Context: an optimization exercise on an open-source flow, tuned for small area, a short achievable clock period and few clock cycles per item. The choices shown serve that exercise and are no tape-out recipe.

==> 01-28: inputs <==
==> flow/design.v <==
module bitcoin_hash(input logic clk, reset_n, start,
	input logic [15:0] message_addr, output_addr,
	output logic done, mem_we,
	output logic [15:0] mem_addr,
	output logic [31:0] mem_write_data,
	input logic [31:0] mem_read_data);
	function automatic logic [31:0] k(input logic [5:0] i);
		case (i)
			6'd0: k = 32'h428a2f98;
			6'd1: k = 32'h71374491;
			6'd2: k = 32'hb5c0fbcf;
			6'd3: k = 32'he9b5dba5;
			6'd4: k = 32'h3956c25b;
			6'd5: k = 32'h59f111f1;
			6'd6: k = 32'h923f82a4;
			6'd7: k = 32'hab1c5ed5;
			6'd8: k = 32'hd807aa98;
			6'd9: k = 32'h12835b01;
			6'd10: k = 32'h243185be;
			6'd11: k = 32'h550c7dc3;
			6'd12: k = 32'h72be5d74;
			6'd13: k = 32'h80deb1fe;
			6'd14: k = 32'h9bdc06a7;
			6'd15: k = 32'hc19bf174;
			6'd16: k = 32'he49b69c1;
			6'd17: k = 32'hefbe4786;
			6'd18: k = 32'h0fc19dc6;
			6'd19: k = 32'h240ca1cc;
			6'd20: k = 32'h2de92c6f;
			6'd21: k = 32'h4a7484aa;
			6'd22: k = 32'h5cb0a9dc;
			6'd23: k = 32'h76f988da;
			6'd24: k = 32'h983e5152;
			6'd25: k = 32'ha831c66d;
			6'd26: k = 32'hb00327c8;
			6'd27: k = 32'hbf597fc7;
			6'd28: k = 32'hc6e00bf3;
			6'd29: k = 32'hd5a79147;
			6'd30: k = 32'h06ca6351;
			6'd31: k = 32'h14292967;
			6'd32: k = 32'h27b70a85;
			6'd33: k = 32'h2e1b2138;
			6'd34: k = 32'h4d2c6dfc;
			6'd35: k = 32'h53380d13;
			6'd36: k = 32'h650a7354;
			6'd37: k = 32'h766a0abb;
			6'd38: k = 32'h81c2c92e;
			6'd39: k = 32'h92722c85;
			6'd40: k = 32'ha2bfe8a1;
			6'd41: k = 32'ha81a664b;
			6'd42: k = 32'hc24b8b70;
			6'd43: k = 32'hc76c51a3;
			6'd44: k = 32'hd192e819;
			6'd45: k = 32'hd6990624;
			6'd46: k = 32'hf40e3585;
			6'd47: k = 32'h106aa070;
			6'd48: k = 32'h19a4c116;
			6'd49: k = 32'h1e376c08;
			6'd50: k = 32'h2748774c;
			6'd51: k = 32'h34b0bcb5;
			6'd52: k = 32'h391c0cb3;
			6'd53: k = 32'h4ed8aa4a;
			6'd54: k = 32'h5b9cca4f;
			6'd55: k = 32'h682e6ff3;
			6'd56: k = 32'h748f82ee;
			6'd57: k = 32'h78a5636f;
			6'd58: k = 32'h84c87814;
			6'd59: k = 32'h8cc70208;
			6'd60: k = 32'h90befffa;
			6'd61: k = 32'ha4506ceb;
			6'd62: k = 32'hbef9a3f7;
			default: k = 32'hc67178f2;
		endcase
	endfunction
	function automatic logic [31:0] iv(input logic [2:0] i);
		case (i)
			3'd0: iv = 32'h6a09e667;
			3'd1: iv = 32'hbb67ae85;
			3'd2: iv = 32'h3c6ef372;
			3'd3: iv = 32'ha54ff53a;
			3'd4: iv = 32'h510e527f;
			3'd5: iv = 32'h9b05688c;
			3'd6: iv = 32'h1f83d9ab;
			default: iv = 32'h5be0cd19;
		endcase
	endfunction
	function automatic logic [63:0] csa(input logic [31:0] x, y, z);
		csa = {x ^ y ^ z, ((x & y) | (x & z) | (y & z)) << 1};
	endfunction
	function automatic logic [31:0] ror(input logic [31:0] x, input int r);
		ror = (x >> r) | (x << (32 - r));
	endfunction
	logic [31:0] a, b, c, d, e, f, g, h;
	logic [31:0] w [16];
	logic [31:0] mid [8];
	logic [31:0] p;
	logic [7:0] u;
	logic [5:0] kj;
	logic [4:0] n;
	logic b1, run;
	logic [31:0] s0, s1, ch, maj, a_new, e_new;
	logic [31:0] x1s, x1c, x2s, x2c, x3s, x3c, x4s, x4c;
	always_comb begin
		s1 = ror(e, 6) ^ ror(e, 11) ^ ror(e, 25);
		ch = (e & f) ^ (~e & g);
		s0 = ror(a, 2) ^ ror(a, 13) ^ ror(a, 22);
		maj = (a & b) ^ (a & c) ^ (b & c);
		{x1s, x1c} = csa(p, s1, ch);
		{x2s, x2c} = csa(x1s, x1c, d);
		e_new = x2s + x2c;
		{x3s, x3c} = csa(x1s, x1c, s0);
		{x4s, x4c} = csa(x3s, x3c, maj);
		a_new = x4s + x4c;
	end
	logic run_n, b1_n;
	logic [7:0] u_n;
	always_comb begin
		run_n = run;
		b1_n = b1;
		u_n = u + 8'd1;
		if (!run) begin
			if (start) begin
				run_n = 1;
				b1_n = 1;
				u_n = 8'd64;
			end
		end else if (b1) begin
			if (u == 8'd138) begin
				b1_n = 0;
				u_n = 8'd0;
			end
		end else begin
			if (u == 8'd129) u_n = 8'd0;
			if (u == 8'd0 && n == 5'd15) run_n = 0;
		end
	end
	logic st_mid, st_iv, park, ff_on, fold, kj_clr;
	logic w_mem, w_form, w_ff, w_nonce, w_pad, w_640, w_256;
	always_ff @(posedge clk, negedge reset_n) begin
		if (!reset_n) begin
			st_mid <= 0; st_iv <= 0; park <= 0; ff_on <= 0; fold <= 0; kj_clr <= 0;
			w_mem <= 0; w_form <= 0; w_ff <= 0; w_nonce <= 0; w_pad <= 0; w_640 <= 0; w_256 <= 0;
		end else begin
			st_mid <= run_n && !b1_n && u_n == 8'd0;
			st_iv <= run_n && u_n == 8'd66;
			park <= run_n && (b1_n ? u_n == 8'd131 : u_n == 8'd65);
			ff_on <= run_n && (b1_n ? (u_n >= 8'd131 && u_n <= 8'd138) : (u_n >= 8'd65 && u_n <= 8'd72));
			fold <= run_n && !b1_n && u_n == 8'd129;
			kj_clr <= u_n == 8'd65 || (b1_n ? (u_n == 8'd130 || u_n == 8'd138) : u_n == 8'd129);
			w_form <= run_n && ((u_n >= 8'd81 && u_n <= 8'd128) || (!b1_n && u_n >= 8'd15 && u_n <= 8'd62));
			w_mem <= run_n && (b1_n ? ((u_n >= 8'd65 && u_n <= 8'd80) || u_n == 8'd138)
			                        : (u_n == 8'd129 || u_n == 8'd0 || u_n == 8'd1));
			w_ff <= run_n && !b1_n && u_n >= 8'd65 && u_n <= 8'd72;
			w_nonce <= run_n && !b1_n && u_n == 8'd2;
			w_pad <= run_n && !b1_n && (u_n == 8'd3 || u_n == 8'd73);
			w_640 <= run_n && !b1_n && u_n == 8'd14;
			w_256 <= run_n && !b1_n && u_n == 8'd80;
		end
	end
	logic [31:0] ff_x, ff_y, ff;
	always_comb begin
		ff_x = b1 ? iv(kj[2:0]) : mid[0];
		ff_y = park ? a : w[0];
		ff = ff_x + ff_y;
	end
	logic [31:0] wf, wnew, y1s, y1c, y2s, y2c;
	always_comb begin
		{y1s, y1c} = csa(ror(w[14], 17) ^ ror(w[14], 19) ^ (w[14] >> 10), w[9],
		                 ror(w[1], 7) ^ ror(w[1], 18) ^ (w[1] >> 3));
		{y2s, y2c} = csa(y1s, y1c, w[0]);
		wf = y2s + y2c;
		wnew = ({32{w_form}} & wf) | ({32{w_mem}} & mem_read_data) | ({32{w_ff}} & ff)
		     | ({32{w_nonce}} & {27'd0, n}) | (w_pad ? 32'h80000000 : 32'd0)
		     | (w_640 ? 32'd640 : 32'd0) | (w_256 ? 32'd256 : 32'd0);
	end
	logic [31:0] p_h, p_k;
	always_comb begin
		p_h = st_iv ? iv(3'd7) : (st_mid ? mid[7] : g);
		p_k = fold ? 32'h307b5f59 : k(kj);	 
	end
	always_ff @(posedge clk) begin
		if (st_mid) begin
			a <= mid[0]; b <= mid[1]; c <= mid[2]; d <= mid[3];
			e <= mid[4]; f <= mid[5]; g <= mid[6]; h <= mid[7];
		end else if (st_iv) begin
			a <= iv(0); b <= iv(1); c <= iv(2); d <= iv(3);
			e <= iv(4); f <= iv(5); g <= iv(6); h <= iv(7);
		end else begin
			a <= a_new; b <= a; c <= b; d <= c;
			e <= e_new; f <= e; g <= f; h <= g;
		end
		mem_write_data <= a_new;
		p <= p_h + p_k + w[15];
		for (int i = 0; i < 15; i++) w[i] <= w[i+1];
		w[15] <= wnew;
		if (park) begin
			w[0] <= b; w[1] <= c; w[2] <= d; w[3] <= e;
			w[4] <= f; w[5] <= g; w[6] <= h;
		end
		if (ff_on) begin
			for (int i = 0; i < 7; i++) mid[i] <= mid[i+1];
			mid[7] <= b1 ? ff : mid[0];
		end
		if (kj_clr) kj <= 6'd0;
		else kj <= kj + 6'd1;
	end
	always_ff @(posedge clk, negedge reset_n) begin
		if (!reset_n) begin
			run <= 0;
			b1 <= 0;
			u <= 0;
			n <= 0;
			done <= 1;
			mem_we <= 0;
			mem_addr <= 0;
		end else begin
			run <= run_n;
			b1 <= b1_n;
			u <= u_n;
			mem_we <= 0;
			mem_addr <= mem_addr + 16'd1;
			if (!run) begin
				done <= !start;
				if (start) begin
					n <= 5'd31;
					mem_addr <= message_addr;
				end
			end else if (b1) begin
				if (u == 8'd136) mem_addr <= message_addr + 16'd16;
			end else begin
				if (u == 8'd127) mem_addr <= message_addr + 16'd16;
				if (u == 8'd0 && n != 5'd31) begin
					mem_we <= 1;
					mem_addr <= output_addr + {12'd0, n[3:0]};
				end
				if (u == 8'd1) n <= n + 5'd1;
			end
		end
	end
endmodule
==> flow/run.sh <==
#!/bin/bash
# synth_recipe.tcl (not shown) runs the flow's synth.tcl, then flattens the netlist and writes it again
# the make line also repeats each setting of config.mk as NAME=value (left out here)
make -C /OpenROAD-flow-scripts/flow DESIGN_CONFIG=/design/flow/config.mk WORK_HOME=/design/flow/orfs CLKGATE_MAP_FILE= SYNTH_SCRIPT=/design/flow/synth_recipe.tcl finish
==> flow/config.mk <==
export PLATFORM = sky130hd
export DESIGN_NAME = bitcoin_hash
export DESIGN_NICKNAME = bitcoin_hash
export VERILOG_FILES = /design/flow/design.v
export SDC_FILE = /design/flow/constraint.sdc
export NUM_CORES = 4
export LEC_CHECK = 0
export CAP_MARGIN = 20
export CORE_MARGIN = 2
export CORE_UTILIZATION = 60
export SETUP_SLACK_MARGIN = 5
export SLEW_MARGIN = 20
==> flow/constraint.sdc <==
create_clock -name core_clock -period 9.0 [get_ports {clk}]
set_input_delay 1.8000 -clock core_clock [delete_from_list [all_inputs] [get_ports {clk}]]
set_output_delay 1.8000 -clock core_clock [all_outputs]
set_load 0.01 [all_outputs]
==> 01-21 (differences from 01-28) <==
==> flow/design.v, changed modules only <==
module bitcoin_hash(input logic clk, reset_n, start,
	input logic [15:0] message_addr, output_addr,
	output logic done, mem_we,
	output logic [15:0] mem_addr,
	output logic [31:0] mem_write_data,
	input logic [31:0] mem_read_data);
	function automatic logic [31:0] k(input logic [5:0] i);
		case (i)
			6'd0: k = 32'h428a2f98;
			6'd1: k = 32'h71374491;
			6'd2: k = 32'hb5c0fbcf;
			6'd3: k = 32'he9b5dba5;
			6'd4: k = 32'h3956c25b;
			6'd5: k = 32'h59f111f1;
			6'd6: k = 32'h923f82a4;
			6'd7: k = 32'hab1c5ed5;
			6'd8: k = 32'hd807aa98;
			6'd9: k = 32'h12835b01;
			6'd10: k = 32'h243185be;
			6'd11: k = 32'h550c7dc3;
			6'd12: k = 32'h72be5d74;
			6'd13: k = 32'h80deb1fe;
			6'd14: k = 32'h9bdc06a7;
			6'd15: k = 32'hc19bf174;
			6'd16: k = 32'he49b69c1;
			6'd17: k = 32'hefbe4786;
			6'd18: k = 32'h0fc19dc6;
			6'd19: k = 32'h240ca1cc;
			6'd20: k = 32'h2de92c6f;
			6'd21: k = 32'h4a7484aa;
			6'd22: k = 32'h5cb0a9dc;
			6'd23: k = 32'h76f988da;
			6'd24: k = 32'h983e5152;
			6'd25: k = 32'ha831c66d;
			6'd26: k = 32'hb00327c8;
			6'd27: k = 32'hbf597fc7;
			6'd28: k = 32'hc6e00bf3;
			6'd29: k = 32'hd5a79147;
			6'd30: k = 32'h06ca6351;
			6'd31: k = 32'h14292967;
			6'd32: k = 32'h27b70a85;
			6'd33: k = 32'h2e1b2138;
			6'd34: k = 32'h4d2c6dfc;
			6'd35: k = 32'h53380d13;
			6'd36: k = 32'h650a7354;
			6'd37: k = 32'h766a0abb;
			6'd38: k = 32'h81c2c92e;
			6'd39: k = 32'h92722c85;
			6'd40: k = 32'ha2bfe8a1;
			6'd41: k = 32'ha81a664b;
			6'd42: k = 32'hc24b8b70;
			6'd43: k = 32'hc76c51a3;
			6'd44: k = 32'hd192e819;
			6'd45: k = 32'hd6990624;
			6'd46: k = 32'hf40e3585;
			6'd47: k = 32'h106aa070;
			6'd48: k = 32'h19a4c116;
			6'd49: k = 32'h1e376c08;
			6'd50: k = 32'h2748774c;
			6'd51: k = 32'h34b0bcb5;
			6'd52: k = 32'h391c0cb3;
			6'd53: k = 32'h4ed8aa4a;
			6'd54: k = 32'h5b9cca4f;
			6'd55: k = 32'h682e6ff3;
			6'd56: k = 32'h748f82ee;
			6'd57: k = 32'h78a5636f;
			6'd58: k = 32'h84c87814;
			6'd59: k = 32'h8cc70208;
			6'd60: k = 32'h90befffa;
			6'd61: k = 32'ha4506ceb;
			6'd62: k = 32'hbef9a3f7;
			default: k = 32'hc67178f2;
		endcase
	endfunction
	function automatic logic [31:0] iv(input logic [2:0] i);
		case (i)
			3'd0: iv = 32'h6a09e667;
			3'd1: iv = 32'hbb67ae85;
			3'd2: iv = 32'h3c6ef372;
			3'd3: iv = 32'ha54ff53a;
			3'd4: iv = 32'h510e527f;
			3'd5: iv = 32'h9b05688c;
			3'd6: iv = 32'h1f83d9ab;
			default: iv = 32'h5be0cd19;
		endcase
	endfunction
	function automatic logic [63:0] csa(input logic [31:0] x, y, z);
		csa = {x ^ y ^ z, ((x & y) | (x & z) | (y & z)) << 1};
	endfunction
	function automatic logic [31:0] ror(input logic [31:0] x, input int r);
		ror = (x >> r) | (x << (32 - r));
	endfunction
	logic [31:0] A, B, C, E, F, G, T, P;
	logic [31:0] w [16];
	logic [31:0] mid [8];
	logic [7:0] u;
	logic [5:0] kj;
	logic [4:0] n;
	logic b1, run;
	logic run_n, b1_n;
	logic [7:0] u_n;
	always_comb begin
		run_n = run;
		b1_n = b1;
		u_n = u + 8'd1;
		if (!run) begin
			if (start) begin
				run_n = 1;
				b1_n = 1;
				u_n = 8'd64;
			end
		end else if (b1) begin
			if (u == 8'd139) begin
				b1_n = 0;
				u_n = 8'd0;
			end
		end else begin
			if (u == 8'd130) u_n = 8'd0;
			if (u == 8'd0 && n == 5'd15) run_n = 0;
		end
	end
	logic st_mid, st_iv, ka_mid, ka_iv, fold_mid, fold_iv, kj_clr;
	logic park, mid_rot, mid_ld, mid_first;
	logic w_mem, w_form, w_ff, w_ac, w_g, w_nonce, w_pad, w_640, w_256;
	always_ff @(posedge clk, negedge reset_n) begin
		if (!reset_n) begin
			st_mid <= 0; st_iv <= 0; ka_mid <= 0; ka_iv <= 0;
			fold_mid <= 0; fold_iv <= 0; kj_clr <= 0;
			park <= 0; mid_rot <= 0; mid_ld <= 0; mid_first <= 0;
			w_mem <= 0; w_form <= 0; w_ff <= 0; w_ac <= 0; w_g <= 0;
			w_nonce <= 0; w_pad <= 0; w_640 <= 0; w_256 <= 0;
		end else begin
			st_mid <= run_n && !b1_n && u_n == 8'd0;
			st_iv <= run_n && u_n == 8'd66;
			ka_mid <= run_n && !b1_n && u_n == 8'd1;
			ka_iv <= run_n && u_n == 8'd67;
			kj_clr <= u_n == 8'd65 || (b1_n ? u_n == 8'd139 : u_n == 8'd130);
			fold_mid <= run_n && !b1_n && u_n == 8'd64;
			fold_iv <= run_n && u_n == 8'd130;
			park <= run_n && (b1_n ? u_n == 8'd131 : u_n == 8'd65);
			mid_rot <= run_n && !b1_n && u_n >= 8'd65 && u_n <= 8'd72;
			mid_ld <= run_n && b1_n && u_n >= 8'd131 && u_n <= 8'd138;
			mid_first <= run_n && b1_n && u_n == 8'd131;
			w_form <= run_n && ((u_n >= 8'd81 && u_n <= 8'd128) || (!b1_n && u_n >= 8'd15 && u_n <= 8'd62));
			w_mem <= run_n && (b1_n ? ((u_n >= 8'd65 && u_n <= 8'd80) || u_n == 8'd139)
			                        : (u_n == 8'd130 || u_n == 8'd0 || u_n == 8'd1));
			w_g <= run_n && (b1_n ? u_n == 8'd130 : u_n == 8'd64);
			w_ac <= run_n && !b1_n && u_n == 8'd65;
			w_ff <= run_n && !b1_n && u_n >= 8'd66 && u_n <= 8'd72;
			w_nonce <= run_n && !b1_n && u_n == 8'd2;
			w_pad <= run_n && !b1_n && (u_n == 8'd3 || u_n == 8'd73);
			w_640 <= run_n && !b1_n && u_n == 8'd14;
			w_256 <= run_n && !b1_n && u_n == 8'd80;
		end
	end
	logic [31:0] s0, s1, ch, maj, fold, a_comp, e_comp, t_comp;
	logic [31:0] e1s, e1c, e2s, e2c, t1s, t1c, t2s, t2c, as, ac;
	always_comb begin
		s1 = ror(E, 6) ^ ror(E, 11) ^ ror(E, 25);
		ch = (E & F) ^ (~E & G);
		s0 = ror(A, 2) ^ ror(A, 13) ^ ror(A, 22);
		maj = (A & B) ^ (A & C) ^ (B & C);
		fold = fold_mid ? mid[0] : fold_iv ? iv(3'd0) : 32'd0;
		{e1s, e1c} = csa(P, ch, C);
		{e2s, e2c} = csa(e1s, e1c, s1);
		e_comp = e2s + e2c;
		{t1s, t1c} = csa(P, ch, fold);
		{t2s, t2c} = csa(t1s, t1c, s1);
		t_comp = t2s + t2c;
		{as, ac} = csa(T, maj, s0);
		a_comp = as + ac;
	end
	logic [31:0] ff;
	always_comb ff = (b1 ? iv(3'(u - 8'd131)) : mid[0]) + w[8];
	logic [31:0] wf, wnew, y1s, y1c, y2s, y2c;
	always_comb begin
		{y1s, y1c} = csa(ror(w[14], 17) ^ ror(w[14], 19) ^ (w[14] >> 10), w[9],
		                 ror(w[1], 7) ^ ror(w[1], 18) ^ (w[1] >> 3));
		{y2s, y2c} = csa(y1s, y1c, w[0]);
		wf = y2s + y2c;
		wnew = ({32{w_form}} & wf) | ({32{w_mem}} & mem_read_data) | ({32{w_ff}} & ff)
		     | ({32{w_ac}} & a_comp) | ({32{w_g}} & G)
		     | ({32{w_nonce}} & {27'd0, n}) | (w_pad ? 32'h80000000 : 32'd0)
		     | (w_640 ? 32'd640 : 32'd0) | (w_256 ? 32'd256 : 32'd0);
	end
	logic [31:0] p_h, ps, pc;
	always_comb begin
		p_h = st_mid ? mid[7] : st_iv ? iv(3'd7) : G;
		{ps, pc} = csa(p_h, k(kj), w[15]);
	end
	assign mem_write_data = A;
	always_ff @(posedge clk) begin
		T <= t_comp;
		P <= ps + pc;
		E <= st_mid ? mid[4] : st_iv ? iv(3'd4) : e_comp;
		F <= st_mid ? mid[5] : st_iv ? iv(3'd5) : E;
		G <= st_mid ? mid[6] : st_iv ? iv(3'd6) : F;
		A <= ka_mid ? mid[0] : ka_iv ? iv(3'd0) : a_comp;
		B <= st_mid ? mid[2] : st_iv ? iv(3'd2) : ka_mid ? mid[1] : ka_iv ? iv(3'd1) : A;
		C <= st_mid ? mid[3] : st_iv ? iv(3'd3) : B;
		for (int i = 0; i < 15; i++) w[i] <= w[i+1];
		w[15] <= wnew;
		if (park) begin
			w[8] <= A; w[9] <= B; w[10] <= C;
			w[11] <= E; w[12] <= F; w[13] <= G;
		end
		if (mid_rot || mid_ld) begin
			for (int i = 0; i < 7; i++) mid[i] <= mid[i+1];
			mid[7] <= mid_ld ? (mid_first ? a_comp : ff) : mid[0];
		end
		if (kj_clr) kj <= 6'd0;
		else kj <= kj + 6'd1;
	end
	always_ff @(posedge clk, negedge reset_n) begin
		if (!reset_n) begin
			run <= 0;
			b1 <= 0;
			u <= 0;
			n <= 0;
			done <= 1;
			mem_we <= 0;
			mem_addr <= 0;
		end else begin
			run <= run_n;
			b1 <= b1_n;
			u <= u_n;
			mem_we <= 0;
			mem_addr <= mem_addr + 16'd1;
			if (!run) begin
				done <= !start;
				if (start) begin
					n <= 5'd31;
					mem_addr <= message_addr;
				end
			end else if (b1) begin
				if (u == 8'd137) mem_addr <= message_addr + 16'd16;
			end else begin
				if (u == 8'd128) mem_addr <= message_addr + 16'd16;
				if (u == 8'd0 && n != 5'd31) begin
					mem_we <= 1;
					mem_addr <= output_addr + {12'd0, n[3:0]};
				end
				if (u == 8'd1) n <= n + 5'd1;
			end
		end
	end
endmodule
ABC_AREA = 1   (was not set)
CORE_UTILIZATION = 40   (was 60)
TNS_END_PERCENT = 10   (was not set)
==> flow_metrics.tcl <==
set metrics [dict create \
    wl_per_cell_um 31.61 \
    cts_setup_buffers 27 \
    nNonClkBuffers 232 \
    status "timing/DRC/antenna clean" \
    dr.pass1.iters 6 \
    yosys.cell_count.top_type "nand2_1" \
]
The numbers above come from 01-21.

==> flow_metrics.tcl <==
set metrics [dict create \
    status "timing/DRC/antenna clean" \
    path_buf_inv 4 \
    worst_slew_pin_slew_ns 1.166 \
    wl_per_cell_um 32.33 \
    yosys.cell_count.top_type "dfxtp_1" \
    nNonClkBuffers 402 \
]
The numbers above come from 01-28.

No run of this note included a check of the RTL's function; only the layout flow was run.

re-timing with driven ports:
No port has a modelled driver above. Below, the same layouts with a new extraction and two added sets of constraints. Step 1 (the two cells are an assumption about what drives the block):
set clk [get_ports {clk}]
set_driving_cell -lib_cell sky130_fd_sc_hd__clkbuf_16 $clk
set_driving_cell -lib_cell sky130_fd_sc_hd__buf_2 [delete_from_list [all_inputs] $clk]
Step 2, shift: input delay + t, output delay - t, t = (earliest + latest rising clock arrival at the registers) / 2. This alone moves slack from input paths to output paths. a / b / c = ideal ports / drivers / drivers and shift; a / b = the first two.
| run | t (ns) | slack for setup (ns) | hold WS [ns] | pins driven straight from the clock port |
|---|---|---|---|---|
| 01-28 | 0.807 | 4.170 / 4.170 / 4.170 | 0.314 / 0.314 / 0.314 | 1 |
| 01-21 | 0.845 | 4.861 / 4.861 / 4.389 | 0.315 / 0.315 / 0.315 | 1 |
After both steps setup and hold are still met in every run listed. The setup slack of 01-21, which loses most, moves by 0.000 ns with the drivers and by -0.472 ns with both steps.
